This design comes from an exercise in tuning for small area on the open sky130 flow, not from production work. At most, simulation tests tie the RTL to the original design; equivalence was not proved. For run 4, only the layout was checked, not whether the RTL still works. No driver is modelled on the clock port, so clocking that relies on it looks cheaper here than on a real chip. Power is estimated from default activity; no workload was simulated.

==> design.v <==
module mac_fa (x, y, z, s, c);
	input  x, y, z;
	output s, c;
	assign s = x ^ y ^ z;
	assign c = (x & y) | (x & z) | (y & z);
endmodule
module mac_ha (x, y, s, c);
	input  x, y;
	output s, c;
	assign s = x ^ y;
	assign c = x & y;
endmodule
module mac_nor2 (a, b, y);
	input  a, b;
	output y;
	assign y = ~(a | b);
endmodule
module mac_a21o (a, b, c, y);
	input  a, b, c;
	output y;
	assign y = (a & b) | c;
endmodule
module mac_a21oi (a, b, c, y);
	input  a, b, c;
	output y;
	assign y = ~((a & b) | c);
endmodule
module mac_a222oi (a, b, c, d, e, f, y);
	input  a, b, c, d, e, f;
	output y;
	assign y = ~((a & b) | (c & d) | (e & f));
endmodule
module mac_a31o (a, b, c, d, y);
	input  a, b, c, d;
	output y;
	assign y = (a & b & c) | d;
endmodule
module mac_a31oi (a, b, c, d, y);
	input  a, b, c, d;
	output y;
	assign y = ~((a & b & c) | d);
endmodule
module mac_and2 (a, b, y);
	input  a, b;
	output y;
	assign y = a & b;
endmodule
module mac_and3 (a, b, c, y);
	input  a, b, c;
	output y;
	assign y = a & b & c;
endmodule
module mac_inv (a, y);
	input  a;
	output y;
	assign y = ~a;
endmodule
module mac_nand2 (a, b, y);
	input  a, b;
	output y;
	assign y = ~(a & b);
endmodule
module mac_nand3 (a, b, c, y);
	input  a, b, c;
	output y;
	assign y = ~(a & b & c);
endmodule
module mac_or2 (a, b, y);
	input  a, b;
	output y;
	assign y = a | b;
endmodule
module mac_xor2 (a, b, y);
	input  a, b;
	output y;
	assign y = a ^ b;
endmodule
module top_mac_st (clk, rst, accu_rst, a, w, config_aw, z);
	parameter HEADROOM = 4;
	input                    clk;
	input                    rst;
	input                    accu_rst;
	input    [7:0]           a;         
	input    [7:0]           w;         
	input    [1:0]           config_aw;
	output   [15+HEADROOM:0] z;
	reg      [7:0]           a1, w1, a2, w2;
	reg                      rst1;      
	reg                      clr1;      
	reg      [1:0]           cfg;       
	reg      [19:0]          accn;      
	wire     [19:0]          accd;      
	wire c0 = cfg[0];
	wire c1 = cfg[1];
	wire m8, s8, s4, m2, nm2, clr1n;
	mac_inv  u_m8 (.a(c0), .y(m8));                
	assign s8 = m8;
	mac_nor2 u_s4 (.a(m8), .b(c1), .y(s4));        
	mac_and2 u_m2 (.a(c0), .b(c1), .y(m2));        
	assign s2 = m2;
	mac_inv  u_nm2 (.a(m2), .y(nm2));
	mac_inv  u_clr1n (.a(clr1), .y(clr1n));
	wire s2;
	wire pp_0_0_1;
	wire pp_0_1_2;
	wire pp_0_2_3;
	wire pp_0_3_4;
	wire pp_0_4_5;
	wire pp_0_5_6;
	wire pp_0_6_7;
	wire pp_0_7_8;
	wire pp_1_0_9;
	wire pp_1_1_10;
	wire pp_1_2_11;
	wire pp_1_3_12;
	wire pp_1_4_13;
	wire pp_1_5_14;
	wire pp_1_6_15;
	wire pp_1_7_16;
	wire pp_2_0_17;
	wire pp_2_1_18;
	wire pp_2_2_19;
	wire pp_2_3_20;
	wire pp_2_4_21;
	wire pp_2_5_22;
	wire px23;
	wire pp_2_6_24;
	wire pp_2_7_25;
	wire pp_3_0_26;
	wire pp_3_1_27;
	wire pp_3_2_28;
	wire pp_3_3_29;
	wire pp_3_4_30;
	wire pp_3_5_31;
	wire px32;
	wire pp_3_6_33;
	wire pp_3_7_34;
	wire pp_4_0_35;
	wire pp_4_1_36;
	wire pp_4_2_37;
	wire pp_4_3_38;
	wire px39;
	wire pp_4_4_40;
	wire pp_4_5_41;
	wire pp_4_6_42;
	wire pp_4_7_43;
	wire pp_5_0_44;
	wire pp_5_1_45;
	wire pp_5_2_46;
	wire pp_5_3_47;
	wire px48;
	wire pp_5_4_49;
	wire pp_5_5_50;
	wire pp_5_6_51;
	wire pp_5_7_52;
	wire pp_6_0_53;
	wire pp_6_1_54;
	wire px55;
	wire pp_6_2_56;
	wire pp_6_3_57;
	wire px58;
	wire pp_6_4_59;
	wire pp_6_5_60;
	wire pp_6_6_61;
	wire pp_6_7_62;
	wire pp_7_0_63;
	wire pp_7_1_64;
	wire px65;
	wire pp_7_2_66;
	wire pp_7_3_67;
	wire px68;
	wire pp_7_4_69;
	wire pp_7_5_70;
	wire pp_7_6_71;
	wire pp_7_7_72;
	wire hc73;
	wire hs74;
	wire fs75;
	wire fc76;
	wire hc77;
	wire hs78;
	wire fs79;
	wire fc80;
	wire fs81;
	wire fc82;
	wire hc83;
	wire hs84;
	wire fs85;
	wire fc86;
	wire fs87;
	wire fc88;
	wire fs89;
	wire fc90;
	wire hc91;
	wire hs92;
	wire fs93;
	wire fc94;
	wire fs95;
	wire fc96;
	wire fs97;
	wire fc98;
	wire fs99;
	wire fc100;
	wire hc101;
	wire hs102;
	wire fs103;
	wire fc104;
	wire fs105;
	wire fc106;
	wire fs107;
	wire fc108;
	wire fs109;
	wire fc110;
	wire fs111;
	wire fc112;
	wire hc113;
	wire hs114;
	wire fs115;
	wire fc116;
	wire fs117;
	wire fc118;
	wire fs119;
	wire fc120;
	wire fs121;
	wire fc122;
	wire fs123;
	wire fc124;
	wire fs125;
	wire fc126;
	wire hc127;
	wire hs128;
	wire fs129;
	wire fc130;
	wire fs131;
	wire fc132;
	wire fs133;
	wire fc134;
	wire fs135;
	wire fc136;
	wire fs137;
	wire fc138;
	wire fs139;
	wire fc140;
	wire fs141;
	wire fc142;
	wire fs143;
	wire fc144;
	wire fs145;
	wire fc146;
	wire fs147;
	wire fc148;
	wire fs149;
	wire fc150;
	wire fs151;
	wire fc152;
	wire fs153;
	wire fc154;
	wire fs155;
	wire fc156;
	wire fs157;
	wire fc158;
	wire hc159;
	wire hs160;
	wire fs161;
	wire fc162;
	wire fs163;
	wire fc164;
	wire fs165;
	wire fc166;
	wire fs167;
	wire fc168;
	wire fs169;
	wire fc170;
	wire fs171;
	wire fc172;
	wire fs173;
	wire fc174;
	wire fs175;
	wire fc176;
	wire fs177;
	wire fc178;
	wire fs179;
	wire fc180;
	wire fs181;
	wire fc182;
	wire fs183;
	wire fc184;
	wire fs185;
	wire fc186;
	wire fs187;
	wire fc188;
	wire fs189;
	wire fc190;
	wire fs191;
	wire fc192;
	wire fs193;
	wire fc194;
	wire fs195;
	wire fc196;
	wire fs197;
	wire fc198;
	wire fs199;
	wire fc200;
	wire fs201;
	wire fc202;
	wire fs203;
	wire fc204;
	wire fs205;
	wire fc206;
	wire fs207;
	wire fc208;
	wire fs209;
	wire fc210;
	wire fs211;
	wire fc212;
	wire fs213;
	wire fc214;
	wire fs215;
	wire fc216;
	wire fs217;
	wire fc218;
	wire fs219;
	wire fc220;
	wire fs221;
	wire fc222;
	wire xs223;
	wire xs224;
	mac_nand3 u_pp_0_0_1 (.a(a2[0]), .b(w2[0]), .c(m8), .y(pp_0_0_1));
	mac_nand3 u_pp_0_1_2 (.a(a2[0]), .b(w2[1]), .c(m8), .y(pp_0_1_2));
	mac_nand3 u_pp_0_2_3 (.a(a2[0]), .b(w2[2]), .c(m8), .y(pp_0_2_3));
	mac_nand3 u_pp_0_3_4 (.a(a2[0]), .b(w2[3]), .c(m8), .y(pp_0_3_4));
	mac_nand3 u_pp_0_4_5 (.a(a2[0]), .b(w2[4]), .c(nm2), .y(pp_0_4_5));
	mac_nand3 u_pp_0_5_6 (.a(a2[0]), .b(w2[5]), .c(nm2), .y(pp_0_5_6));
	mac_nand2 u_pp_0_6_7 (.a(a2[0]), .b(w2[6]), .y(pp_0_6_7));
	mac_and2 u_pp_0_7_8 (.a(a2[0]), .b(w2[7]), .y(pp_0_7_8));
	mac_nand3 u_pp_1_0_9 (.a(a2[1]), .b(w2[0]), .c(m8), .y(pp_1_0_9));
	mac_nand3 u_pp_1_1_10 (.a(a2[1]), .b(w2[1]), .c(m8), .y(pp_1_1_10));
	mac_nand3 u_pp_1_2_11 (.a(a2[1]), .b(w2[2]), .c(m8), .y(pp_1_2_11));
	mac_nand3 u_pp_1_3_12 (.a(a2[1]), .b(w2[3]), .c(m8), .y(pp_1_3_12));
	mac_nand3 u_pp_1_4_13 (.a(a2[1]), .b(w2[4]), .c(nm2), .y(pp_1_4_13));
	mac_nand3 u_pp_1_5_14 (.a(a2[1]), .b(w2[5]), .c(nm2), .y(pp_1_5_14));
	mac_nand2 u_pp_1_6_15 (.a(a2[1]), .b(w2[6]), .y(pp_1_6_15));
	mac_and2 u_pp_1_7_16 (.a(a2[1]), .b(w2[7]), .y(pp_1_7_16));
	mac_nand3 u_pp_2_0_17 (.a(a2[2]), .b(w2[0]), .c(m8), .y(pp_2_0_17));
	mac_nand3 u_pp_2_1_18 (.a(a2[2]), .b(w2[1]), .c(m8), .y(pp_2_1_18));
	mac_nand3 u_pp_2_2_19 (.a(a2[2]), .b(w2[2]), .c(m8), .y(pp_2_2_19));
	mac_nand3 u_pp_2_3_20 (.a(a2[2]), .b(w2[3]), .c(m8), .y(pp_2_3_20));
	mac_nand2 u_pp_2_4_21 (.a(a2[2]), .b(w2[4]), .y(pp_2_4_21));
	mac_nand2 u_px23 (.a(a2[2]), .b(w2[5]), .y(px23));
	mac_xor2 u_pp_2_5_22 (.a(px23), .b(m2), .y(pp_2_5_22));
	mac_a21oi u_pp_2_6_24 (.a(a2[2]), .b(w2[6]), .c(m2), .y(pp_2_6_24));
	mac_and3 u_pp_2_7_25 (.a(a2[2]), .b(w2[7]), .c(nm2), .y(pp_2_7_25));
	mac_nand3 u_pp_3_0_26 (.a(a2[3]), .b(w2[0]), .c(m8), .y(pp_3_0_26));
	mac_nand3 u_pp_3_1_27 (.a(a2[3]), .b(w2[1]), .c(m8), .y(pp_3_1_27));
	mac_nand3 u_pp_3_2_28 (.a(a2[3]), .b(w2[2]), .c(m8), .y(pp_3_2_28));
	mac_nand3 u_pp_3_3_29 (.a(a2[3]), .b(w2[3]), .c(m8), .y(pp_3_3_29));
	mac_nand2 u_pp_3_4_30 (.a(a2[3]), .b(w2[4]), .y(pp_3_4_30));
	mac_nand2 u_px32 (.a(a2[3]), .b(w2[5]), .y(px32));
	mac_xor2 u_pp_3_5_31 (.a(px32), .b(m2), .y(pp_3_5_31));
	mac_nand3 u_pp_3_6_33 (.a(a2[3]), .b(w2[6]), .c(nm2), .y(pp_3_6_33));
	mac_and3 u_pp_3_7_34 (.a(a2[3]), .b(w2[7]), .c(nm2), .y(pp_3_7_34));
	mac_nand3 u_pp_4_0_35 (.a(a2[4]), .b(w2[0]), .c(nm2), .y(pp_4_0_35));
	mac_nand3 u_pp_4_1_36 (.a(a2[4]), .b(w2[1]), .c(nm2), .y(pp_4_1_36));
	mac_nand2 u_pp_4_2_37 (.a(a2[4]), .b(w2[2]), .y(pp_4_2_37));
	mac_nand2 u_px39 (.a(a2[4]), .b(w2[3]), .y(px39));
	mac_xor2 u_pp_4_3_38 (.a(px39), .b(c0), .y(pp_4_3_38));
	mac_a21oi u_pp_4_4_40 (.a(a2[4]), .b(w2[4]), .c(c0), .y(pp_4_4_40));
	mac_nand3 u_pp_4_5_41 (.a(a2[4]), .b(w2[5]), .c(m8), .y(pp_4_5_41));
	mac_a31oi u_pp_4_6_42 (.a(a2[4]), .b(w2[6]), .c(m8), .d(m2), .y(pp_4_6_42));
	mac_a21o u_pp_4_7_43 (.a(a2[4]), .b(w2[7]), .c(c0), .y(pp_4_7_43));
	mac_nand3 u_pp_5_0_44 (.a(a2[5]), .b(w2[0]), .c(nm2), .y(pp_5_0_44));
	mac_nand3 u_pp_5_1_45 (.a(a2[5]), .b(w2[1]), .c(nm2), .y(pp_5_1_45));
	mac_nand2 u_pp_5_2_46 (.a(a2[5]), .b(w2[2]), .y(pp_5_2_46));
	mac_nand2 u_px48 (.a(a2[5]), .b(w2[3]), .y(px48));
	mac_xor2 u_pp_5_3_47 (.a(px48), .b(c0), .y(pp_5_3_47));
	mac_nand3 u_pp_5_4_49 (.a(a2[5]), .b(w2[4]), .c(m8), .y(pp_5_4_49));
	mac_nand3 u_pp_5_5_50 (.a(a2[5]), .b(w2[5]), .c(m8), .y(pp_5_5_50));
	mac_nand3 u_pp_5_6_51 (.a(a2[5]), .b(w2[6]), .c(m8), .y(pp_5_6_51));
	mac_a31o u_pp_5_7_52 (.a(a2[5]), .b(w2[7]), .c(m8), .d(m2), .y(pp_5_7_52));
	mac_nand2 u_pp_6_0_53 (.a(a2[6]), .b(w2[0]), .y(pp_6_0_53));
	mac_nand2 u_px55 (.a(a2[6]), .b(w2[1]), .y(px55));
	mac_xor2 u_pp_6_1_54 (.a(px55), .b(m2), .y(pp_6_1_54));
	mac_nand3 u_pp_6_2_56 (.a(a2[6]), .b(w2[2]), .c(nm2), .y(pp_6_2_56));
	mac_nand3 u_px58 (.a(a2[6]), .b(w2[3]), .c(nm2), .y(px58));
	mac_xor2 u_pp_6_3_57 (.a(px58), .b(c0), .y(pp_6_3_57));
	mac_nand3 u_pp_6_4_59 (.a(a2[6]), .b(w2[4]), .c(m8), .y(pp_6_4_59));
	mac_nand3 u_pp_6_5_60 (.a(a2[6]), .b(w2[5]), .c(m8), .y(pp_6_5_60));
	mac_nand3 u_pp_6_6_61 (.a(a2[6]), .b(w2[6]), .c(m8), .y(pp_6_6_61));
	mac_and3 u_pp_6_7_62 (.a(a2[6]), .b(w2[7]), .c(m8), .y(pp_6_7_62));
	mac_nand2 u_pp_7_0_63 (.a(a2[7]), .b(w2[0]), .y(pp_7_0_63));
	mac_nand2 u_px65 (.a(a2[7]), .b(w2[1]), .y(px65));
	mac_xor2 u_pp_7_1_64 (.a(px65), .b(m2), .y(pp_7_1_64));
	mac_nand3 u_pp_7_2_66 (.a(a2[7]), .b(w2[2]), .c(nm2), .y(pp_7_2_66));
	mac_nand3 u_px68 (.a(a2[7]), .b(w2[3]), .c(nm2), .y(px68));
	mac_xor2 u_pp_7_3_67 (.a(px68), .b(c0), .y(pp_7_3_67));
	mac_a31oi u_pp_7_4_69 (.a(a2[7]), .b(w2[4]), .c(m8), .d(m2), .y(pp_7_4_69));
	mac_nand3 u_pp_7_5_70 (.a(a2[7]), .b(w2[5]), .c(m8), .y(pp_7_5_70));
	mac_nand3 u_pp_7_6_71 (.a(a2[7]), .b(w2[6]), .c(m8), .y(pp_7_6_71));
	mac_and3 u_pp_7_7_72 (.a(a2[7]), .b(w2[7]), .c(m8), .y(pp_7_7_72));
	mac_or2 u_hc73 (.a(accn[0]), .b(pp_0_0_1), .y(hc73));
	mac_xor2 u_hs74 (.a(accn[0]), .b(pp_0_0_1), .y(hs74));
	mac_fa u_fs75 (.x(accn[1]), .y(pp_0_1_2), .z(pp_1_0_9), .s(fs75), .c(fc76));
	mac_or2 u_hc77 (.a(hc73), .b(fs75), .y(hc77));
	mac_xor2 u_hs78 (.a(hc73), .b(fs75), .y(hs78));
	mac_fa u_fs79 (.x(accn[2]), .y(pp_0_2_3), .z(pp_1_1_10), .s(fs79), .c(fc80));
	mac_fa u_fs81 (.x(pp_2_0_17), .y(fc76), .z(fs79), .s(fs81), .c(fc82));
	mac_or2 u_hc83 (.a(hc77), .b(fs81), .y(hc83));
	mac_xor2 u_hs84 (.a(hc77), .b(fs81), .y(hs84));
	mac_fa u_fs85 (.x(accn[3]), .y(pp_0_3_4), .z(pp_1_2_11), .s(fs85), .c(fc86));
	mac_fa u_fs87 (.x(pp_2_1_18), .y(pp_3_0_26), .z(fc80), .s(fs87), .c(fc88));
	mac_fa u_fs89 (.x(fs85), .y(fc82), .z(fs87), .s(fs89), .c(fc90));
	mac_or2 u_hc91 (.a(hc83), .b(fs89), .y(hc91));
	mac_xor2 u_hs92 (.a(hc83), .b(fs89), .y(hs92));
	mac_fa u_fs93 (.x(accn[4]), .y(pp_0_4_5), .z(pp_1_3_12), .s(fs93), .c(fc94));
	mac_fa u_fs95 (.x(pp_2_2_19), .y(pp_3_1_27), .z(pp_4_0_35), .s(fs95), .c(fc96));
	mac_fa u_fs97 (.x(fc86), .y(fs93), .z(fs95), .s(fs97), .c(fc98));
	mac_fa u_fs99 (.x(fc88), .y(fs97), .z(fc90), .s(fs99), .c(fc100));
	mac_or2 u_hc101 (.a(hc91), .b(fs99), .y(hc101));
	mac_xor2 u_hs102 (.a(hc91), .b(fs99), .y(hs102));
	mac_fa u_fs103 (.x(accn[5]), .y(pp_0_5_6), .z(pp_1_4_13), .s(fs103), .c(fc104));
	mac_fa u_fs105 (.x(pp_2_3_20), .y(pp_3_2_28), .z(pp_4_1_36), .s(fs105), .c(fc106));
	mac_fa u_fs107 (.x(pp_5_0_44), .y(fc94), .z(fc96), .s(fs107), .c(fc108));
	mac_fa u_fs109 (.x(fs103), .y(fs105), .z(fc98), .s(fs109), .c(fc110));
	mac_fa u_fs111 (.x(fs107), .y(fs109), .z(fc100), .s(fs111), .c(fc112));
	mac_or2 u_hc113 (.a(hc101), .b(fs111), .y(hc113));
	mac_xor2 u_hs114 (.a(hc101), .b(fs111), .y(hs114));
	mac_fa u_fs115 (.x(accn[6]), .y(pp_0_6_7), .z(pp_1_5_14), .s(fs115), .c(fc116));
	mac_fa u_fs117 (.x(pp_2_4_21), .y(pp_3_3_29), .z(pp_4_2_37), .s(fs117), .c(fc118));
	mac_fa u_fs119 (.x(pp_5_1_45), .y(pp_6_0_53), .z(fc104), .s(fs119), .c(fc120));
	mac_fa u_fs121 (.x(fc106), .y(fs115), .z(fs117), .s(fs121), .c(fc122));
	mac_fa u_fs123 (.x(fc108), .y(fs119), .z(fs121), .s(fs123), .c(fc124));
	mac_fa u_fs125 (.x(fc110), .y(fs123), .z(fc112), .s(fs125), .c(fc126));
	mac_or2 u_hc127 (.a(hc113), .b(fs125), .y(hc127));
	mac_xor2 u_hs128 (.a(hc113), .b(fs125), .y(hs128));
	mac_fa u_fs129 (.x(c0), .y(accn[7]), .z(pp_0_7_8), .s(fs129), .c(fc130));
	mac_fa u_fs131 (.x(pp_1_6_15), .y(pp_2_5_22), .z(pp_3_4_30), .s(fs131), .c(fc132));
	mac_fa u_fs133 (.x(pp_4_3_38), .y(pp_5_2_46), .z(pp_6_1_54), .s(fs133), .c(fc134));
	mac_fa u_fs135 (.x(pp_7_0_63), .y(fc116), .z(fc118), .s(fs135), .c(fc136));
	mac_fa u_fs137 (.x(fs129), .y(fs131), .z(fs133), .s(fs137), .c(fc138));
	mac_fa u_fs139 (.x(fc120), .y(fc122), .z(fs135), .s(fs139), .c(fc140));
	mac_fa u_fs141 (.x(fs137), .y(fc124), .z(fs139), .s(fs141), .c(fc142));
	mac_fa u_fs143 (.x(fs141), .y(fc126), .z(hc127), .s(fs143), .c(fc144));
	mac_fa u_fs145 (.x(accn[8]), .y(pp_1_7_16), .z(pp_2_6_24), .s(fs145), .c(fc146));
	mac_fa u_fs147 (.x(pp_3_5_31), .y(pp_4_4_40), .z(pp_5_3_47), .s(fs147), .c(fc148));
	mac_fa u_fs149 (.x(pp_6_2_56), .y(pp_7_1_64), .z(fc130), .s(fs149), .c(fc150));
	mac_fa u_fs151 (.x(fc132), .y(fc134), .z(fs145), .s(fs151), .c(fc152));
	mac_fa u_fs153 (.x(fs147), .y(fc136), .z(fc138), .s(fs153), .c(fc154));
	mac_fa u_fs155 (.x(fs149), .y(fs151), .z(fc140), .s(fs155), .c(fc156));
	mac_fa u_fs157 (.x(fs153), .y(fc142), .z(fs155), .s(fs157), .c(fc158));
	mac_or2 u_hc159 (.a(fs157), .b(fc144), .y(hc159));
	mac_xor2 u_hs160 (.a(fs157), .b(fc144), .y(hs160));
	mac_fa u_fs161 (.x(accn[9]), .y(pp_2_7_25), .z(pp_3_6_33), .s(fs161), .c(fc162));
	mac_fa u_fs163 (.x(pp_4_5_41), .y(pp_5_4_49), .z(pp_6_3_57), .s(fs163), .c(fc164));
	mac_fa u_fs165 (.x(pp_7_2_66), .y(fc146), .z(fc148), .s(fs165), .c(fc166));
	mac_fa u_fs167 (.x(fs161), .y(fs163), .z(fc150), .s(fs167), .c(fc168));
	mac_fa u_fs169 (.x(fc152), .y(fs165), .z(fc154), .s(fs169), .c(fc170));
	mac_fa u_fs171 (.x(fs167), .y(fc156), .z(fs169), .s(fs171), .c(fc172));
	mac_fa u_fs173 (.x(fc158), .y(fs171), .z(hc159), .s(fs173), .c(fc174));
	mac_fa u_fs175 (.x(accn[10]), .y(pp_3_7_34), .z(pp_4_6_42), .s(fs175), .c(fc176));
	mac_fa u_fs177 (.x(pp_5_5_50), .y(pp_6_4_59), .z(pp_7_3_67), .s(fs177), .c(fc178));
	mac_fa u_fs179 (.x(fc162), .y(fc164), .z(fs175), .s(fs179), .c(fc180));
	mac_fa u_fs181 (.x(fs177), .y(fc166), .z(fs179), .s(fs181), .c(fc182));
	mac_fa u_fs183 (.x(fc168), .y(fs181), .z(fc170), .s(fs183), .c(fc184));
	mac_fa u_fs185 (.x(fc172), .y(fs183), .z(fc174), .s(fs185), .c(fc186));
	mac_fa u_fs187 (.x(accn[11]), .y(pp_4_7_43), .z(pp_5_6_51), .s(fs187), .c(fc188));
	mac_fa u_fs189 (.x(pp_6_5_60), .y(pp_7_4_69), .z(fc176), .s(fs189), .c(fc190));
	mac_fa u_fs191 (.x(fc178), .y(fs187), .z(fc180), .s(fs191), .c(fc192));
	mac_fa u_fs193 (.x(fs189), .y(fc182), .z(fs191), .s(fs193), .c(fc194));
	mac_fa u_fs195 (.x(fs193), .y(fc184), .z(fc186), .s(fs195), .c(fc196));
	mac_fa u_fs197 (.x(accn[12]), .y(pp_5_7_52), .z(pp_6_6_61), .s(fs197), .c(fc198));
	mac_fa u_fs199 (.x(pp_7_5_70), .y(fc188), .z(fs197), .s(fs199), .c(fc200));
	mac_fa u_fs201 (.x(fc190), .y(fs199), .z(fc192), .s(fs201), .c(fc202));
	mac_fa u_fs203 (.x(fc194), .y(fs201), .z(fc196), .s(fs203), .c(fc204));
	mac_fa u_fs205 (.x(accn[13]), .y(pp_6_7_62), .z(pp_7_6_71), .s(fs205), .c(fc206));
	mac_fa u_fs207 (.x(fc198), .y(fs205), .z(fc200), .s(fs207), .c(fc208));
	mac_fa u_fs209 (.x(fs207), .y(fc202), .z(fc204), .s(fs209), .c(fc210));
	mac_fa u_fs211 (.x(accn[14]), .y(pp_7_7_72), .z(fc206), .s(fs211), .c(fc212));
	mac_fa u_fs213 (.x(fs211), .y(fc208), .z(fc210), .s(fs213), .c(fc214));
	mac_fa u_fs215 (.x(accn[15]), .y(fc212), .z(fc214), .s(fs215), .c(fc216));
	mac_fa u_fs217 (.x(accn[16]), .y(fc216), .z(fs215), .s(fs217), .c(fc218));
	mac_fa u_fs219 (.x(accn[17]), .y(fc218), .z(fs217), .s(fs219), .c(fc220));
	mac_fa u_fs221 (.x(accn[18]), .y(fc220), .z(fs219), .s(fs221), .c(fc222));
	mac_xor2 u_xs223 (.a(accn[19]), .b(fc222), .y(xs223));
	mac_xor2 u_xs224 (.a(xs223), .b(fs221), .y(xs224));
	mac_nand2 u_accd_0 (.a(hs74), .b(clr1n), .y(accd[0]));
	mac_nand2 u_accd_1 (.a(hs78), .b(clr1n), .y(accd[1]));
	mac_nand2 u_accd_2 (.a(hs84), .b(clr1n), .y(accd[2]));
	mac_nand2 u_accd_3 (.a(hs92), .b(clr1n), .y(accd[3]));
	mac_nand2 u_accd_4 (.a(hs102), .b(clr1n), .y(accd[4]));
	mac_nand2 u_accd_5 (.a(hs114), .b(clr1n), .y(accd[5]));
	mac_nand2 u_accd_6 (.a(hs128), .b(clr1n), .y(accd[6]));
	mac_or2 u_accd_7 (.a(fs143), .b(clr1), .y(accd[7]));
	mac_nand2 u_accd_8 (.a(hs160), .b(clr1n), .y(accd[8]));
	mac_or2 u_accd_9 (.a(fs173), .b(clr1), .y(accd[9]));
	mac_or2 u_accd_10 (.a(fs185), .b(clr1), .y(accd[10]));
	mac_or2 u_accd_11 (.a(fs195), .b(clr1), .y(accd[11]));
	mac_or2 u_accd_12 (.a(fs203), .b(clr1), .y(accd[12]));
	mac_or2 u_accd_13 (.a(fs209), .b(clr1), .y(accd[13]));
	mac_or2 u_accd_14 (.a(fs213), .b(clr1), .y(accd[14]));
	mac_nand2 u_accd_15 (.a(fs215), .b(clr1n), .y(accd[15]));
	mac_nand2 u_accd_16 (.a(fs217), .b(clr1n), .y(accd[16]));
	mac_nand2 u_accd_17 (.a(fs219), .b(clr1n), .y(accd[17]));
	mac_nand2 u_accd_18 (.a(fs221), .b(clr1n), .y(accd[18]));
	mac_nand2 u_accd_19 (.a(xs224), .b(clr1n), .y(accd[19]));
	mac_a222oi u_z_0 (.a(accn[0]), .b(s8), .c(accn[4]), .d(s4), .e(accn[6]), .f(s2), .y(z[0]));
	mac_a222oi u_z_1 (.a(accn[1]), .b(s8), .c(accn[5]), .d(s4), .e(accn[7]), .f(s2), .y(z[1]));
	mac_a222oi u_z_2 (.a(accn[2]), .b(s8), .c(accn[6]), .d(s4), .e(accn[8]), .f(s2), .y(z[2]));
	mac_a222oi u_z_3 (.a(accn[3]), .b(s8), .c(accn[7]), .d(s4), .e(accn[9]), .f(s2), .y(z[3]));
	mac_a222oi u_z_4 (.a(accn[4]), .b(s8), .c(accn[8]), .d(s4), .e(accn[10]), .f(s2), .y(z[4]));
	mac_a222oi u_z_5 (.a(accn[5]), .b(s8), .c(accn[9]), .d(s4), .e(accn[11]), .f(s2), .y(z[5]));
	mac_a222oi u_z_6 (.a(accn[6]), .b(s8), .c(accn[10]), .d(s4), .e(accn[12]), .f(s2), .y(z[6]));
	mac_a222oi u_z_7 (.a(accn[7]), .b(s8), .c(accn[11]), .d(s4), .e(accn[13]), .f(s2), .y(z[7]));
	mac_a222oi u_z_8 (.a(accn[8]), .b(s8), .c(accn[12]), .d(s4), .e(accn[14]), .f(s2), .y(z[8]));
	mac_a222oi u_z_9 (.a(accn[9]), .b(s8), .c(accn[13]), .d(s4), .e(accn[15]), .f(s2), .y(z[9]));
	mac_a222oi u_z_10 (.a(accn[10]), .b(s8), .c(accn[14]), .d(s4), .e(accn[16]), .f(s2), .y(z[10]));
	mac_a222oi u_z_11 (.a(accn[11]), .b(s8), .c(accn[15]), .d(s4), .e(accn[17]), .f(s2), .y(z[11]));
	mac_a222oi u_z_12 (.a(accn[12]), .b(s8), .c(accn[16]), .d(s4), .e(accn[18]), .f(s2), .y(z[12]));
	mac_inv u_z_13 (.a(accn[13]), .y(z[13]));
	mac_inv u_z_14 (.a(accn[14]), .y(z[14]));
	mac_inv u_z_15 (.a(accn[15]), .y(z[15]));
	mac_inv u_z_16 (.a(accn[16]), .y(z[16]));
	mac_inv u_z_17 (.a(accn[17]), .y(z[17]));
	mac_inv u_z_18 (.a(accn[18]), .y(z[18]));
	mac_inv u_z_19 (.a(accn[19]), .y(z[19]));
	always_ff @(posedge clk) begin
		a1   <= a;
		w1   <= w;
		rst1 <= rst;
		clr1 <= rst | accu_rst | rst1;
		cfg  <= config_aw;
		a2   <= a1;
		w2   <= w1;
		accn <= accd;
	end
endmodule  
==> flow/run.sh <==
#!/bin/bash
# Own layout flow: the standard ORFS flow (standard.sh, unchanged synthesis) with
# layout-only changes:
#  - buffers that synthesis inserted are removed at floorplan (REMOVE_ABC_BUFFERS);
#  - port buffers are the smallest buffer (buf_1) instead of clkdlybuf4s50_1;
#  - the clock tree is built by flow/pre_cts.tcl: a root buffer and three clkbuf_8 leaves;
#  - after global routing, cells off the critical paths are downsized (RECOVER_POWER).
set -euo pipefail
export REMOVE_ABC_BUFFERS=1
export BUFFER_PORTS_ARGS="-buffer_cell sky130_fd_sc_hd__buf_1"
export PRE_CTS_TCL="$PWD/flow/pre_cts.tcl"
export CTS_ARGS="-clk_nets clk -buf_list sky130_fd_sc_hd__clkbuf_8 -root_buf sky130_fd_sc_hd__clkbuf_8 -dont_use_dummy_load"
export RECOVER_POWER=100
bash standard.sh > standard.log 2>&1
==> flow/pre_cts.tcl <==
set NLEAF 3
set block [ord::get_db_block]
set clknet [$block findNet clk]
set sinks {}
foreach it [$clknet getITerms] {
  set inst [$it getInst]
  set box [$inst getBBox]
  lappend sinks [list [expr { ([$box xMin] + [$box xMax]) / 2 }] [expr { ([$box yMin] + [$box yMax]) / 2 }] $it]
}
set n [llength $sinks]
puts "clock sinks: $n"
# split into groups: k-means on the sink positions, started from an x-sorted split
set sinks [lsort -integer -index 0 $sinks]
set cent {}
for {set g 0} {$g < $NLEAF} {incr g} {
  set lo [expr { $g * $n / $NLEAF }]
  set hi [expr { ($g + 1) * $n / $NLEAF - 1 }]
  set sx 0; set sy 0
  foreach s [lrange $sinks $lo $hi] { set sx [expr { $sx + [lindex $s 0] }]; set sy [expr { $sy + [lindex $s 1] }] }
  set m [expr { $hi - $lo + 1 }]
  lappend cent [list [expr { $sx / $m }] [expr { $sy / $m }]]
}
for {set iter 0} {$iter < 20} {incr iter} {
  set groups {}
  for {set g 0} {$g < $NLEAF} {incr g} { lappend groups {} }
  foreach s $sinks {
    set best 0; set bd -1
    for {set g 0} {$g < $NLEAF} {incr g} {
      set c [lindex $cent $g]
      set d [expr { abs([lindex $s 0] - [lindex $c 0]) + abs([lindex $s 1] - [lindex $c 1]) }]
      if { $bd < 0 || $d < $bd } { set bd $d; set best $g }
    }
    lset groups $best [concat [lindex $groups $best] [list $s]]
  }
  set cent {}
  foreach grp $groups {
    set sx 0; set sy 0
    foreach s $grp { set sx [expr { $sx + [lindex $s 0] }]; set sy [expr { $sy + [lindex $s 1] }] }
    set m [llength $grp]
    if { $m == 0 } { set m 1 }
    lappend cent [list [expr { $sx / $m }] [expr { $sy / $m }]]
  }
}
set leafm [$block getDataBase]
set db [ord::get_db]
set mleaf [$db findMaster sky130_fd_sc_hd__clkbuf_8]
set mroot [$db findMaster sky130_fd_sc_hd__clkbuf_2]
# root buffer at the centre of the leaf buffers
set rx 0; set ry 0
foreach c $cent { set rx [expr { $rx + [lindex $c 0] }]; set ry [expr { $ry + [lindex $c 1] }] }
set rx [expr { $rx / $NLEAF }]; set ry [expr { $ry / $NLEAF }]
set rootnet [odb::dbNet_create $block clknet_root]
$rootnet setSigType CLOCK
set root [odb::dbInst_create $block $mroot clkbuf_root]
$root setLocation [expr { int($rx) }] [expr { int($ry) }]
$root setPlacementStatus PLACED
[$root findITerm A] connect $clknet
[$root findITerm X] connect $rootnet
for {set g 0} {$g < $NLEAF} {incr g} {
  set c [lindex $cent $g]
  set net [odb::dbNet_create $block clknet_leaf_$g]
  $net setSigType CLOCK
  set buf [odb::dbInst_create $block $mleaf clkbuf_leaf_$g]
  $buf setLocation [expr { int([lindex $c 0]) }] [expr { int([lindex $c 1]) }]
  $buf setPlacementStatus PLACED
  [$buf findITerm A] connect $rootnet
  [$buf findITerm X] connect $net
  foreach s [lindex $groups $g] {
    set it [lindex $s 2]
    $it disconnect
    $it connect $net
  }
  puts "leaf $g: [llength [lindex $groups $g]] sinks at $c"
}
==> standard.sh <==
#!/bin/bash
# synth_recipe.tcl (not shown) runs the flow's synth.tcl, then flattens the netlist and writes it again
# the make line also repeats each setting of config.mk as NAME=value (left out here)
make -C /OpenROAD-flow-scripts/flow DESIGN_CONFIG=/design/flow/config.mk WORK_HOME=/design/flow/orfs CLKGATE_MAP_FILE= SYNTH_SCRIPT=/design/flow/synth_recipe.tcl "${@:-finish}"
==> config.mk <==
export PLATFORM = sky130hd
export DESIGN_NAME = top_mac_st
export DESIGN_NICKNAME = top_mac_st
export VERILOG_FILES = /design/flow/design.v
export SDC_FILE = /design/flow/constraint.sdc
export NUM_CORES = 4
export LEC_CHECK = 0
export CAP_MARGIN = 20
export CORE_MARGIN = 2
export CORE_UTILIZATION = 60
export SLEW_MARGIN = 20
export SYNTH_HIERARCHICAL = 1
==> constraint.sdc <==
create_clock -name core_clock -period 10.0 [get_ports {clk}]
set_input_delay 2.0000 -clock core_clock [delete_from_list [all_inputs] [get_ports {clk}]]
set_output_delay 2.0000 -clock core_clock [all_outputs]
set_load 0.01 [all_outputs]
==> impl_metrics.env, run 1 <==
export IMPL_status="no timing/DRC/antenna violations"
export IMPL_ctsHoldBuffers=0
export IMPL_ctsResizeCount=0
export IMPL_crit_top_cell="fa_1"
export IMPL_slew_violations=0
export IMPL_placementRows=26
export IMPL_ys_seq_area_share_pct=34.3
export IMPL_nNetsFinal=398
export IMPL_powerDensity_nw_per_um2=236
export IMPL_synth_cell_area_um2=3270
export IMPL_ios=41
export IMPL_irDropWorstVdd_mv=0.175
export IMPL_reg2reg_from="cfg[0]$_DFF_P_"
export IMPL_met2_usage_pct=41.0
export IMPL_synth_area_leaders="fa_1, dfxtp_1, nand3_1"
export IMPL_rsz0062_at_grt="no"
export IMPL_min_period_ps=9600
export IMPL_cts_setup_buffers=0
export IMPL_postLayoutSetupSlackWorst_ps=397
export IMPL_worstRegToRegCells=24
export IMPL_grt_ovfl_total=0
export IMPL_critical_path_startpoint_type="flop"
export IMPL_die_y_um=77.9
export IMPL_end_kind="flop"
export IMPL_grt_pass1_vias=2291
export IMPL_synth_top_area_share_pct=41.0
export IMPL_yosysWarnings=7
export IMPL_reg2reg_to="accn[19]$_DFF_P_"
export IMPL_finalHoldViolCount=0
export IMPL_antenna_cells=0
export IMPL_die_w_um=77.9
export IMPL_hpwl_um=5100
export IMPL_worst_ep_required_time_ps=10290
export IMPL_antenna_found_initial=0
export IMPL_worstPathMaxFanout=17
export IMPL_cellLeakagePower_nw=1.24
export IMPL_utilization_pct=69.4
export IMPL_use_met3_pct=4.07
export IMPL_die_area_um2=6060
export IMPL_slowest_delay_ps=570
export IMPL_synth_top_area_cell="fa_1"
export IMPL_finalClockSkew_ps=15.9
export IMPL_drtPass1Iterations=7
export IMPL_maxCapViolations=0
export IMPL_ys_ff_latch=56
export IMPL_drc_errors=0
export IMPL_endpoint="accn[19]$_DFF_P_"
export IMPL_timing_final_crit_share_pct=96.0
export IMPL_grt_util_met1_pct=32.6
export IMPL_setup_viol=0
export IMPL_start_util_pct=63.3
export IMPL_r2r_setup_slack_ps=400
export IMPL_tns_ps=0
export IMPL_ys_types=16
export IMPL_viasPerCell=5.69
export IMPL_io_buffers=40
export IMPL_synth_area_per_cell_um2=12.6
export IMPL_wl_per_cell_um=17.5
export IMPL_path_clk_slew_ps=110
export IMPL_drt_iter0_markers=156
export IMPL_holdWs_ps=338
export IMPL_grt_max_degree=29
export IMPL_area_delta_synth_final_pct=9.71
export IMPL_fillers=410
export IMPL_timing_fmax_mhz=104
export IMPL_vias=2152
export IMPL_cp_data_arrival_time_ps=9890
export IMPL_core_area_um2=5170
export IMPL_crit_path_cell_trace="inv_1, nand3_1, fa_1, fa_1, fa_1, fa_1, fa_1, fa_1, or2_1, fa_1, or2_1, fa_1, fa_1, fa_1, fa_1, fa_1, fa_1, fa_1, fa_1, fa_1, fa_1, xor2_1, xor2_1, nand2_1"
export IMPL_worstHoldPathType="reg2reg"
export IMPL_grt_pass1_wl_um=11300
export IMPL_crit_type="reg2reg"
export IMPL_routed_wl_um=6620
export IMPL_setup_worst_path_start="cfg[0]$_DFF_P_"
export IMPL_grt_usage_pct=23.9
export IMPL_busiest_layer="met2"
export IMPL_critPathSlowestCell="fa_1"
export IMPL_routabilityCongestion=0.880
export IMPL_worst_pin_slew_ps=1150
export IMPL_drive_gt1_share_pct=3.25
export IMPL_slew_headroom_pct=23.4
export IMPL_clock_latency_ps=400
export IMPL_antenna_left=0
export IMPL_preCtsSetupSlack_ps=360
export IMPL_synth_cells=259
[flip-flops by register name, indices dropped and copies added (netlist names)]
| register | cells |
|---|---|
| a1 | 8 |
| accn | 20 |
| rst1 | 1 |
| cfg | 2 |
| a2 | 8 |
| w2 | 8 |
| clr1 | 1 |
| w1 | 8 |
[modules after synthesis (local to each module, per instance)]
module / flops+latches / cells inside / cell area [um2] / times used
mac_a222oi: 0 / 1 / 10.0 / 13
mac_and2: 0 / 1 / 6.26 / 3
mac_nand3: 0 / 1 / 5.00 / 38
mac_nand2: 0 / 1 / 3.75 / 27
top_mac_st: 56 / 57 / 1130 / 1
mac_fa: 0 / 1 / 20.0 / 67
mac_or2: 0 / 1 / 6.26 / 15
mac_a31o: 0 / 1 / 8.76 / 1
mac_nor2: 0 / 1 / 3.75 / 1
mac_inv: 0 / 1 / 3.75 / 10
mac_xor2: 0 / 1 / 8.76 / 18
mac_a21oi: 0 / 1 / 8.76 / 2
mac_and3: 0 / 1 / 6.26 / 4
mac_a21o: 0 / 1 / 7.51 / 1
mac_a31oi: 0 / 1 / 6.26 / 2
[layout by cell type (no fill, tap or decap), types with 2 or more instances in the layout]
| cell type | Yosys | final |
|---|---|---|
| buf_1 | 0 | 40 |
| a222oi_1 | 13 | 13 |
| fa_1 | 67 | 67 |
| a31oi_1 | 2 | 2 |
| nand3_1 | 38 | 38 |
| nand2_1 | 27 | 27 |
| buf_4 | 0 | 4 |
| or2_1 | 15 | 15 |
| and2_1 | 3 | 3 |
| and3_1 | 4 | 4 |
| inv_1 | 10 | 10 |
| a21oi_2 | 2 | 2 |
| dfxtp_1 | 56 | 56 |
| clkbuf_8 | 0 | 3 |
| xor2_1 | 18 | 18 |
[metal layers]
layer | wire length [um] | part of all wire, % | vias to the layer above
li1 | - | - | 975
met1 | 2740 | 41 | 1083
met2 | 3340 | 50 | 78
met3 | 411 | 6.2 | 16
met4 | 134 | 2.0 | 0
met5 | 0 | 0 | -
[worst min-delay path by stage]
stage	slack, ps	start	endpoint	cells after the start
after floorplan	310	a1[0]$_DFF_P_	a2[0]$_DFF_P_	0
after global placement	310	a1[7]$_DFF_P_	a2[7]$_DFF_P_	0
after detailed placement	310	a1[4]$_DFF_P_	a2[4]$_DFF_P_	0
after CTS	310	a1[4]$_DFF_P_	a2[4]$_DFF_P_	0
after global routing	340	w1[2]$_DFF_P_	w2[2]$_DFF_P_	0
final	340	w1[2]$_DFF_P_	w2[2]$_DFF_P_	0
[synthesized netlist by cell type (all sizes together)]
master / instances
and2: 3
a31oi: 2
a21o: 1
nand3: 38
xor2: 18
fa: 67
or2: 15
and3: 4
nor2: 1
or3: 1
a31o: 1
inv: 10
dfxtp: 56
a222oi: 13
nand2: 27
a21oi: 2
[critical path: cells and delay by family (launching register included)]
kind	cells	cell delay, ps
adder cells (fa/ha/maj)	17	7720
AND/OR/NAND/NOR	4	760
XOR/XNOR	2	350
buffers and inverters	1	340
flip-flops	1	320
[per-stage QoR]
step,instances,total power [W],instance area (um2)
after detailed placement,374,0.000768,3550
final,378,0.000848,3590
after global routing,378,0.000949,3590
after CTS,378,0.000841,3590
after global placement,374,0.000755,3550
after floorplan,259,0.000662,3270
[final cells by class]
| class | count | area (um2) | area share [%] |
|---|---|---|---|
| Buffer | 4 | 46.3 | 1.29 |
| Inverter | 10 | 37.5 | 1.05 |
| Multi-Input combinational cell | 193 | 2110 | 58.9 |
| Sequential cell | 56 | 1120 | 31.2 |
| Tap cell | 70 | 87.6 | 2.44 |
| Timing Repair Buffer | 45 | 184 | 5.12 |
[report_power, final]
group	total, W	switching [W]	internal, W
combinational	0.000478	0.000247	0.000231
clock	0.0000929	0.0000631	0.0000298
sequential	0.000277	0.0000304	0.000247
total	0.000848	0.000340	0.000508
[cell families (layout without fill, tap and decap cells)]
group,Yosys count,count (layout),share of synthesized area [%]
adder cells (fa/ha/maj),67,67,41.0
AO/OA/AOI/OAI,19,19,5.39
XOR/XNOR,18,18,4.82
flip-flops,56,56,34.3
AND/OR/NAND/NOR,89,89,13.4
buffers and inverters,10,59,1.15
==> run 2: changes to the inputs <==
--- a/design.v
+++ b/design.v
@@ -20,11 +20,6 @@
 	output y;
 	assign y = (a & b) | c;
 endmodule
-module mac_a21oi (a, b, c, y);
-	input  a, b, c;
-	output y;
-	assign y = ~((a & b) | c);
-endmodule
 module mac_a222oi (a, b, c, d, e, f, y);
 	input  a, b, c, d, e, f;
 	output y;
@@ -348,7 +343,7 @@
 	mac_nand2 u_pp_2_4_21 (.a(a2[2]), .b(w2[4]), .y(pp_2_4_21));
 	mac_nand2 u_px23 (.a(a2[2]), .b(w2[5]), .y(px23));
 	mac_xor2 u_pp_2_5_22 (.a(px23), .b(m2), .y(pp_2_5_22));
-	mac_a21oi u_pp_2_6_24 (.a(a2[2]), .b(w2[6]), .c(m2), .y(pp_2_6_24));
+	mac_a31oi u_pp_2_6_24 (.a(a2[2]), .b(w2[6]), .c(nm2), .d(m2), .y(pp_2_6_24));
 	mac_and3 u_pp_2_7_25 (.a(a2[2]), .b(w2[7]), .c(nm2), .y(pp_2_7_25));
 	mac_nand3 u_pp_3_0_26 (.a(a2[3]), .b(w2[0]), .c(m8), .y(pp_3_0_26));
 	mac_nand3 u_pp_3_1_27 (.a(a2[3]), .b(w2[1]), .c(m8), .y(pp_3_1_27));
@@ -364,7 +359,7 @@
 	mac_nand2 u_pp_4_2_37 (.a(a2[4]), .b(w2[2]), .y(pp_4_2_37));
 	mac_nand2 u_px39 (.a(a2[4]), .b(w2[3]), .y(px39));
 	mac_xor2 u_pp_4_3_38 (.a(px39), .b(c0), .y(pp_4_3_38));
-	mac_a21oi u_pp_4_4_40 (.a(a2[4]), .b(w2[4]), .c(c0), .y(pp_4_4_40));
+	mac_a31oi u_pp_4_4_40 (.a(a2[4]), .b(w2[4]), .c(m8), .d(c0), .y(pp_4_4_40));
 	mac_nand3 u_pp_4_5_41 (.a(a2[4]), .b(w2[5]), .c(m8), .y(pp_4_5_41));
 	mac_a31oi u_pp_4_6_42 (.a(a2[4]), .b(w2[6]), .c(m8), .d(m2), .y(pp_4_6_42));
 	mac_a21o u_pp_4_7_43 (.a(a2[4]), .b(w2[7]), .c(c0), .y(pp_4_7_43));
==> impl_metrics.env, run 2 <==
export IMPL_io_buffers=40
export IMPL_reg2reg_to="accn[19]$_DFF_P_"
export IMPL_synth_top_area_cell="fa_1"
export IMPL_p_int_w=0.000511
export IMPL_antenna_cells=0
export IMPL_layout_common_cells="fa_1, dfxtp_1, buf_1, nand3_1, nand2_1"
export IMPL_ys_types=15
export IMPL_regMostFlops="accn"
export IMPL_totalPowerFinal_w=0.000855
export IMPL_reg2reg_from="a2[0]$_DFF_P_"
export IMPL_nNetsFinal=398
export IMPL_ys_ff_latch=56
export IMPL_wl_met1_um=2780
export IMPL_wl_per_cell_um=18.0
export IMPL_tns_ps=0
export IMPL_die_area_um2=6050
export IMPL_antenna_found_initial=0
export IMPL_largest_reg_flops=20
export IMPL_synth_top_area_share_pct=41.0
export IMPL_rsz0062_at_grt="no"
export IMPL_start_util_pct=63.2
export IMPL_yosysWarnings=7
export IMPL_placementRows=26
export IMPL_clock_latency_ps=390
export IMPL_grt_usage_pct=24.7
export IMPL_postLayoutSetupSlackWorst_ps=481
export IMPL_worstPathMaxFanout=8
export IMPL_r2r_setup_slack_ps=480
export IMPL_synthArstFlopShare_pct=0
export IMPL_drc_errors=0
export IMPL_ys_seq_area_share_pct=34.3
export IMPL_crit_type="reg2reg"
export IMPL_cp_data_arrival_time_ps=9800
export IMPL_synth_edf_count=0
export IMPL_ios=41
export IMPL_grt_pass1_wl_um=11800
export IMPL_viasPerCell=5.82
export IMPL_drtPass1Iterations=9
export IMPL_irDropWorstVdd_mv=0.150
export IMPL_routabilityCongestion=0.864
export IMPL_worstRegToRegCells=23
export IMPL_synthTopCellsByCount="fa_1, dfxtp_1, nand3_1"
export IMPL_power_switching_w=0.000345
export IMPL_drt_iter0_markers=205
export IMPL_grt_pass1_vias=2374
export IMPL_grt_ovfl_total=0
export IMPL_die_w_um=77.8
export IMPL_routed_wl_um=6790
export IMPL_routed_wl_met2_um=3500
export IMPL_cts_setup_buffers=0
export IMPL_hold_depth=0
export IMPL_worstHoldPathType="reg2reg"
export IMPL_pwr_share_comb_pct=56.9
export IMPL_slew_headroom_pct=45.4
export IMPL_hold_start="w1[4]$_DFF_P_"
export IMPL_timing_fmax_mhz=105
export IMPL_synth_area_leaders="fa_1, dfxtp_1, nand3_1"
export IMPL_status="no timing/DRC/antenna violations"
export IMPL_hpwl_um=5240
export IMPL_synth_cells=259
export IMPL_vias=2199
export IMPL_timing_final_crit_share_pct=95.2
export IMPL_finalHoldViolCount=0
export IMPL_antenna_left=0
export IMPL_min_period_ps=9520
export IMPL_maxCapViolations=0
export IMPL_ctsHoldBuffers=0
export IMPL_dp_cells=374
export IMPL_cellLeakagePower_nw=1.24
export IMPL_end_kind="flop"
export IMPL_layout_commonest_cell="fa_1"
export IMPL_top_layer_used="met4"
export IMPL_synth_most_common_cell="fa_1"
export IMPL_setup_viol=0
export IMPL_area_delta_synth_final_pct=9.84
export IMPL_instances_no_fill=378
export IMPL_synth_area_per_cell_um2=12.6
export IMPL_worst_pin_slew_ps=816
export IMPL_finalClockSkew_ps=23.4
export IMPL_min_to="w2[4]$_DFF_P_"
export IMPL_fillers=401
export IMPL_grt_max_degree=40
export IMPL_ctsResizeCount=0
export IMPL_p_clk_share_pct=10.7
export IMPL_powerDensity_nw_per_um2=238
export IMPL_critical_path_startpoint_type="flop"
export IMPL_slew_violations=0
export IMPL_core_area_um2=5170
export IMPL_switching_share_pct=40.3
export IMPL_ys_flop_type="dfxtp_1"
export IMPL_preCtsSetupSlack_ps=446
export IMPL_seqPwrFrac_pct=32.4
export IMPL_drive_gt1_share_pct=2.92
export IMPL_die_y_um=77.8
export IMPL_dr_wl_met3_um=403
export IMPL_worst_ep_required_time_ps=10280
export IMPL_synth_cell_area_um2=3270
export IMPL_path_clk_slew_ps=120
==> run 2: worst max-delay path: stages (launching register included) <==
cell     delay, ps
dfxtp_1        520
nand3_1        170
fa_1           540
fa_1           440
fa_1           450
fa_1           440
fa_1           430
fa_1           490
or2_0          270
fa_1           420
or2_0          260
fa_1           420
fa_1           420
fa_1           420
fa_1           430
fa_1           440
fa_1           450
fa_1           570
fa_1           470
fa_1           520
fa_1           430
xor2_1         180
xor2_1         160
nand2_1         60
==> run 2: area by class of cell <==
cell class / count / area [um2] / area share, %
inverters: 10 / 37.5 / 1.05
plain buffers: 4 / 46.3 / 1.29
flip-flops and latches: 56 / 1120 / 31.2
repair buffers: 45 / 188 / 5.23
well taps: 70 / 87.6 / 2.44
multi-input cells: 193 / 2110 / 58.8
==> run 2: worst max-delay path by stage <==
stage,from,end,slack [ps],depth (start not counted)
global placement,a2[1]$_DFF_P_,accn[19]$_DFF_P_,600,23
floorplan,cfg[0]$_DFF_P_,accn[19]$_DFF_P_,150,24
global route,a2[0]$_DFF_P_,accn[19]$_DFF_P_,80,23
CTS,a2[0]$_DFF_P_,accn[19]$_DFF_P_,450,23
detailed placement,a2[0]$_DFF_P_,accn[19]$_DFF_P_,450,23
finish,a2[0]$_DFF_P_,accn[19]$_DFF_P_,480,23
==> run 2: metrics by stage <==
step                      area, um2  utilization (%)  hold slack, ps
after CTS                      3590             69.4             315
after floorplan                3270                -             310
after global routing           3590             69.4             342
after global placement         3540             68.5             310
final                          3590             69.4             335
after detailed placement       3540             68.5             315
==> run 2: logic make-up after synthesis <==
group,after synthesis,synth area share [%]
AND/OR/NAND/NOR,89,13.4
adder cells (fa/ha/maj),67,41.0
flip-flops,56,34.3
AO/OA/AOI/OAI,19,5.24
XOR/XNOR,18,4.82
buffers and inverters,10,1.15
==> run 2: power by group through the flow <==
stage / Clock [W] / Combinational [W] / Sequential [W]
after floorplan: 0 / 0.000391 / 0.000271
after global placement: 0 / 0.000476 / 0.000282
after detailed placement: 0 / 0.000498 / 0.000282
after CTS: 0.0000683 / 0.000499 / 0.000283
after global routing: 0.000102 / 0.000572 / 0.000281
final: 0.0000912 / 0.000487 / 0.000277
==> run 2: metal layers <==
layer,GRT usage [%],vias up
met5,0,-
met4,4.46,0
met3,2.56,11
met2,43.9,81
met1,33.4,1133
li1,-,974
==> run 2: modules after synthesis (local to each module, per instance) <==
| module | copies in the design | flops+latches |
|---|---|---|
| mac_a31oi | 4 | 0 |
| mac_nand3 | 38 | 0 |
| mac_a21o | 1 | 0 |
| mac_nand2 | 27 | 0 |
| mac_xor2 | 18 | 0 |
| mac_a31o | 1 | 0 |
| mac_or2 | 15 | 0 |
| mac_and3 | 4 | 0 |
| mac_a222oi | 13 | 0 |
| mac_inv | 10 | 0 |
| top_mac_st | 1 | 56 |
| mac_nor2 | 1 | 0 |
| mac_and2 | 3 | 0 |
| mac_fa | 67 | 0 |
==> run 3: changes to the inputs <==
--- a/config.mk
+++ b/config.mk
@@ -7,6 +7,6 @@
 export LEC_CHECK = 0
 export CAP_MARGIN = 20
 export CORE_MARGIN = 2
-export CORE_UTILIZATION = 60
+export CORE_UTILIZATION = 40
 export SLEW_MARGIN = 20
 export SYNTH_HIERARCHICAL = 1
==> impl_metrics.env, run 3 <==
export IMPL_ys_flop_type="dfxtp_1"
export IMPL_antenna_cells=0
export IMPL_worst_ep_required_time_ps=10290
export IMPL_ctsResizeCount=0
export IMPL_nNetsFinal=397
export IMPL_vias=2131
export IMPL_grt_pass1_vias=2503
export IMPL_synth_most_common_cell="fa_1"
export IMPL_cts_setup_buffers=0
export IMPL_hpwl_um=5650
export IMPL_grt_max_degree=37
export IMPL_synth_cells=259
export IMPL_busiest_layer="met2"
export IMPL_min_to="w2[2]$_DFF_P_"
export IMPL_crit_type="reg2reg"
export IMPL_viasPerCell=5.21
export IMPL_finalClockSkew_ps=13.5
export IMPL_routabilityCongestion=0.885
export IMPL_critical_path_startpoint_type="flop"
export IMPL_ys_seq_area_share_pct=34.3
export IMPL_antenna_found_initial=0
export IMPL_antenna_left=0
export IMPL_drtPass1Iterations=8
export IMPL_slew_headroom_pct=43.4
export IMPL_wl_per_cell_um=17.8
export IMPL_tns_ps=0
export IMPL_routed_wl_um=7260
export IMPL_worst_pin_slew_ps=846
export IMPL_powerDensity_nw_per_um2=237
export IMPL_reg2reg_to="accn[19]$_DFF_P_"
export IMPL_path_clk_slew_ps=100
export IMPL_dp_cells=405
export IMPL_slew_violations=0
export IMPL_drc_errors=0
export IMPL_drive_gt1_share_pct=2.93
export IMPL_grt_util_met1_pct=24.8
export IMPL_holdWs_ps=335
export IMPL_instances_no_fill=409
export IMPL_start_util_pct=41.9
export IMPL_synth_top_area_cell="fa_1"
export IMPL_timing_final_crit_share_pct=94.9
export IMPL_worstHoldPathType="reg2reg"
export IMPL_synthTopCellsByCount="fa_1, dfxtp_1, nand3_1"
export IMPL_clock_latency_ps=410
export IMPL_hold_start="w1[2]$_DFF_P_"
export IMPL_final_cell_area_um2=3630
export IMPL_setup_viol=0
export IMPL_yosysWarnings=7
export IMPL_ctsHoldBuffers=0
export IMPL_irDropWorstVdd_mv=0.231
export IMPL_hold_depth=0
export IMPL_synthArstFlopShare_pct=0
export IMPL_timing_fmax_mhz=105
export IMPL_place_area_um2=3580
export IMPL_worstRegToRegCells=23
export IMPL_die_area_um2=8910
export IMPL_maxCapViolations=0
export IMPL_status="no timing/DRC/antenna violations"
export IMPL_ys_ff_latch=56
export IMPL_worstPathMaxFanout=8
export IMPL_synth_cell_area_um2=3270
export IMPL_min_period_ps=9490
export IMPL_placementRows=32
export IMPL_synth_area_leaders="fa_1, dfxtp_1, nand3_1"
export IMPL_grt_usage_pct=18.2
export IMPL_setup_worst_path_start="w2[1]$_DFF_P_"
export IMPL_ys_types=15
export IMPL_cellLeakagePower_nw=1.24
export IMPL_core_area_um2=7810
export IMPL_grt_pass1_wl_um=12700
export IMPL_layout_commonest_cell="fa_1"
export IMPL_finalHoldViolCount=0
export IMPL_ios=41
export IMPL_end_kind="flop"
export IMPL_cp_data_arrival_time_ps=9780
export IMPL_met2_usage_pct=31.7
export IMPL_use_met3_pct=1.52
export IMPL_regMostFlops="accn"
export IMPL_drt_iter0_markers=135
export IMPL_reg2reg_from="w2[1]$_DFF_P_"
export IMPL_synth_area_per_cell_um2=12.6
export IMPL_rsz0062_at_grt="no"
export IMPL_largest_reg_flops=20
export IMPL_die_y_um=94.4
export IMPL_synth_edf_count=0
export IMPL_grt_ovfl_total=0
export IMPL_io_buffers=40
export IMPL_synth_top_area_share_pct=41.0
export IMPL_layout_common_cells="fa_1, dfxtp_1, buf_1, nand3_1, nand2_1"
export IMPL_area_delta_synth_final_pct=10.9
export IMPL_r2r_setup_slack_ps=510
export IMPL_die_w_um=94.4
==> run 3: layer usage <==
metal | part of all wire [%] | wire [um] | vias to the layer above
li1 | - | - | 971
met1 | 41 | 2980 | 1087
met2 | 51 | 3720 | 61
met3 | 5.5 | 397 | 12
met4 | 2.2 | 161 | 0
met5 | 0 | 0 | -
==> run 3: cell type report <==
class                           instances  area, um2
Buffer                                  4       46.3
Multi-Input combinational cell        193       2110
Tap cell                              102        128
Timing Repair Buffer                   44        184
Fill cell                             769       4180
Sequential cell                        56       1120
Inverter                               10       37.5
==> run 3: worst max path at each step <==
stage	slack, ps	end
after floorplan	150	accn[19]$_DFF_P_
after global placement	570	accn[19]$_DFF_P_
after detailed placement	440	accn[19]$_DFF_P_
after CTS	410	accn[19]$_DFF_P_
after global routing	10	accn[19]$_DFF_P_
final	510	accn[19]$_DFF_P_
==> run 3: kinds of logic (layout without fill, tap and decap cells) <==
group	Yosys count	in the layout	synth area share, %
AO/OA/AOI/OAI	19	19	5.24
adder cells (fa/ha/maj)	67	67	41.0
AND/OR/NAND/NOR	89	89	13.4
XOR/XNOR	18	18	4.82
buffers and inverters	10	58	1.15
flip-flops	56	56	34.3
==> run 3: per-stage QoR <==
step / setup slack (ps) / util, % / total power, W
3_3_place_gp: 573 / 45.8 / 0.000762
2_1_floorplan: 150 / - / 0.000662
3_5_place_dp: 443 / 45.8 / 0.000782
4_1_cts: 412 / 46.4 / 0.000851
6_report: 508 / 46.4 / 0.000858
5_1_grt: 11.1 / 46.4 / 0.000971
==> run 3: critical path: stages, from the launching register on <==
cell	delay (ps)
dfxtp_1	560
nand3_1	160
fa_1	530
fa_1	430
fa_1	450
fa_1	420
fa_1	420
fa_1	490
or2_0	260
fa_1	420
or2_1	260
fa_1	410
fa_1	420
fa_1	430
fa_1	430
fa_1	430
fa_1	440
fa_1	570
fa_1	470
fa_1	540
fa_1	430
xor2_1	190
xor2_1	160
nand2_1	60
==> run 3: power breakdown <==
group	internal [W]	switching, W	total [W]
clock network	0.0000298	0.0000632	0.0000930
logic	0.000232	0.000253	0.000485
registers	0.000247	0.0000329	0.000280
==> run 3: modules after synthesis (local to each module, per instance), a selection <==
module      cells  flops+latches  area (um2)  times used
mac_a222oi      1              0        10.0          13
mac_xor2        1              0        8.76          18
mac_a31o        1              0        8.76           1
mac_a21o        1              0        7.51           1
mac_or2         1              0        6.26          15
mac_nor2        1              0        3.75           1
==> run 4: changes to the inputs <==
--- a/design.v
+++ b/design.v
@@ -82,11 +82,11 @@
 	reg      [7:0]           a1, w1, a2, w2;
 	reg                      rst1;      
 	reg                      clr1;      
-	reg      [1:0]           cfg;       
+	reg      [0:0]           cfg;       
 	reg      [19:0]          accn;      
 	wire     [19:0]          accd;      
 	wire c0 = cfg[0];
-	wire c1 = cfg[1];
+	wire c1 = config_aw[1];    
 	wire m8, s8, s4, m2, nm2, clr1n;
 	mac_inv  u_m8 (.a(c0), .y(m8));                
 	assign s8 = m8;
@@ -522,7 +522,7 @@
 		w1   <= w;
 		rst1 <= rst;
 		clr1 <= rst | accu_rst | rst1;
-		cfg  <= config_aw;
+		cfg  <= config_aw[0];
 		a2   <= a1;
 		w2   <= w1;
 		accn <= accd;
==> impl_metrics.env, run 4 <==
export IMPL_status="no timing/DRC/antenna violations"
export IMPL_wl_per_cell_um=17.1
export IMPL_crit_top_cell="fa_2"
export IMPL_area_delta_synth_final_pct=14.8
export IMPL_min_period_ps=9680
export IMPL_hold_start="a1[2]$_DFF_P_"
export IMPL_synthTopCellsByCount="fa_1, dfxtp_1, nand3_1"
export IMPL_place_area_um2=3620
export IMPL_critical_path_startpoint_type="input pin"
export IMPL_synth_cells=258
export IMPL_synth_area_leaders="fa_1, dfxtp_1, nand3_1"
export IMPL_die_y_um=94.1
export IMPL_ys_flop_type="dfxtp_1"
export IMPL_dp_cells=413
export IMPL_cp_data_arrival_time_ps=9970
export IMPL_antenna_found_initial=0
export IMPL_slowest_delay_ps=610
export IMPL_viasPerCell=5.28
export IMPL_grt_pass1_vias=2407
export IMPL_holdWs_ps=335
export IMPL_drc_errors=0
export IMPL_synth_most_common_cell="fa_1"
export IMPL_slew_headroom_pct=43.0
export IMPL_grt_pass1_wl_um=12200
export IMPL_rsz0062_at_grt="no"
export IMPL_reg2reg_from="cfg$_DFF_P_"
export IMPL_grt_max_degree=40
export IMPL_io_buffers=40
export IMPL_irDropWorstVdd_mv=0.263
export IMPL_ys_seq_area_share_pct=33.9
export IMPL_synth_edf_count=0
export IMPL_yosysWarnings=7
export IMPL_worstHoldPathType="reg2reg"
export IMPL_synth_top_area_share_pct=41.3
export IMPL_worstPathMaxFanout=3
export IMPL_powerDensity_nw_per_um2=258
export IMPL_ios=41
export IMPL_routabilityCongestion=0.859
export IMPL_regMostFlops="accn"
export IMPL_setup_viol=0
export IMPL_totalPowerFinal_w=0.000962
export IMPL_grt_usage_pct=17.6
export IMPL_synth_cell_area_um2=3250
export IMPL_timing_fmax_mhz=103
export IMPL_finalHoldViolCount=0
export IMPL_die_w_um=94.1
export IMPL_synth_area_per_cell_um2=12.6
export IMPL_antenna_left=0
export IMPL_drtPass1Iterations=7
export IMPL_grt_ovfl_total=0
export IMPL_critPathSlowestCell="fa_2"
export IMPL_finalClockSkew_ps=12.3
export IMPL_ys_types=15
export IMPL_start_util_pct=41.6
export IMPL_synthArstFlopShare_pct=0
export IMPL_end_kind="flop"
export IMPL_maxCapViolations=0
export IMPL_antenna_cells=0
export IMPL_slew_violations=0
export IMPL_nNetsFinal=407
export IMPL_cellLeakagePower_nw=1.28
export IMPL_ys_ff_latch=55
export IMPL_drt_iter0_markers=126
export IMPL_crit_path_cell_trace="clkbuf_1, and2_4, inv_4, nand3_1, fa_1, fa_2, fa_2, fa_2, fa_1, or2_1, fa_2, or2_1, fa_2, fa_2, fa_2, fa_2, fa_2, fa_2, fa_1, fa_1, fa_1, fa_2, xor2_1, nand2_1"
export IMPL_worst_ep_required_time_ps=10290
export IMPL_final_cell_area_um2=3730
export IMPL_largest_reg_flops=20
export IMPL_instances_no_fill=419
export IMPL_placementRows=32
export IMPL_worst_pin_slew_ps=852
export IMPL_layout_common_cells="fa_1, dfxtp_1, buf_1, nand3_1, nand2_1"
export IMPL_synth_top_area_cell="fa_1"
export IMPL_core_area_um2=7810
export IMPL_die_area_um2=8860
export IMPL_path_clk_slew_ps=100
export IMPL_crit_type="in2reg"
export IMPL_vias=2212
export IMPL_drive_gt1_share_pct=10.7
export IMPL_hpwl_um=5580
export IMPL_clock_latency_ps=410
export IMPL_routed_wl_um=7160
export IMPL_setup_worst_path_start="config_aw[1]"
export IMPL_utilization_pct=47.8
export IMPL_timing_final_crit_share_pct=96.8
[run 4: area by class of cell]
cell class	instances	area [um2]
Inverter	10	40.0
Sequential cell	55	1100
Timing Repair Buffer	55	267
Buffer	4	46.3
Tap cell	102	128
Fill cell	744	4080
Multi-Input combinational cell	193	2150
[run 4: final timing paths]
check,end,slack (ps),cells past startpoint
min reg2reg,a2[2]$_DFF_P_,330,0
max reg2reg,accn[19]$_DFF_P_,1200,23
min,a2[2]$_DFF_P_,330,0
max,accn[19]$_DFF_P_,320,24
[run 4: metrics by stage]
step / setup TNS [ps] / setup slack, ps
global route: 0 / 68.9
CTS: -61.5 / -61.5
floorplan: -2590 / -1160
detailed placement: -1950 / -958
finish: 0 / 322
global placement: -1540 / -810
[run 4: metal layers]
layer,up-vias,part of all wire (%),GRT usage [%]
met2,80,51,30.3
met4,0,1.6,3.62
met5,-,0,0
met1,1131,40,24.2
met3,9,6.8,1.93
li1,992,-,-
[run 4: cells by family after synthesis]
logic type      Yosys count  share of synthesized area, %
buf+inv                  10                          1.16
compound gates           19                          5.28
flops                    55                          33.9
xor+xnor                 18                          4.85
simple gates             89                          13.5
fa+ha+maj                67                          41.3
[run 4: per-module statistics from Yosys (local to each module, per instance), excerpt]
module | area, um2 | flip-flops and latches | copies in the design
top_mac_st | 1110 | 55 | 1
mac_a222oi | 10.0 | 0 | 13
mac_a31o | 8.76 | 0 | 1
mac_xor2 | 8.76 | 0 | 18
mac_a31oi | 6.26 | 0 | 4
mac_and2 | 6.26 | 0 | 3
mac_or2 | 6.26 | 0 | 15
mac_and3 | 6.26 | 0 | 4
mac_nand3 | 5.00 | 0 | 38
mac_inv | 3.75 | 0 | 10
mac_nor2 | 3.75 | 0 | 1
[run 4: what timing repair did]
item / 4_1_cts / 5_1_grt
setup buffers: 2 / 0
setup endpoints to repair: 3 / 0
hold buffers: 0 / 0
resized for setup: 20 / 0
[run 4: critical path, delay by kind of cell]
family,cells,cell delay (ps)
fa+ha+maj,16,6860
xor+xnor,1,150
buf+inv,2,160
simple gates,5,780
[run 4: power by group]
group | total (W) | switching (W) | internal, W
Clock | 0.0000903 | 0.0000607 | 0.0000297
Combinational | 0.000590 | 0.000294 | 0.000296
Sequential | 0.000282 | 0.0000372 | 0.000245

## port drivers added, routing unchanged
In the flow no input, the clock included, has a driving cell. The finished layouts below were timed again as built, in two steps.
Step 1 assumes that a clkbuf_16 drives the clock port and a buf_2 every other input.
Step 2 times the ports against the registers' clock, not the clock port: input delays grow and output delays shrink by t, the midpoint of the rising clock arrivals with the driver on.
Slacks: ideal ports / drivers / drivers and shift; pairs: ideal ports / drivers.
run	shift t [ns]	setup WS [ns]	worst hold slack (ns)	latest minus earliest clock arrival (ns)	cell pins on the clock port's net
run 1	0.417	0.397 / 0.397 / 0.397	0.338 / 0.338 / 0.338	0.017 / 0.016	1
run 2	0.406	0.481 / 0.481 / 0.481	0.335 / 0.335 / 0.335	0.023 / 0.024	1
run 3	0.430	0.508 / 0.508 / 0.508	0.335 / 0.335 / 0.335	0.014 / 0.014	1
run 4	0.432	0.322 / 0.325 / -0.107	0.335 / 0.335 / 0.335	0.013 / 0.014	1
With both steps, setup timing fails in run 4, where it was met with ideal ports. For run 4, which loses most, drivers alone change the setup slack by +0.003 ns; drivers and shift together by -0.429 ns.
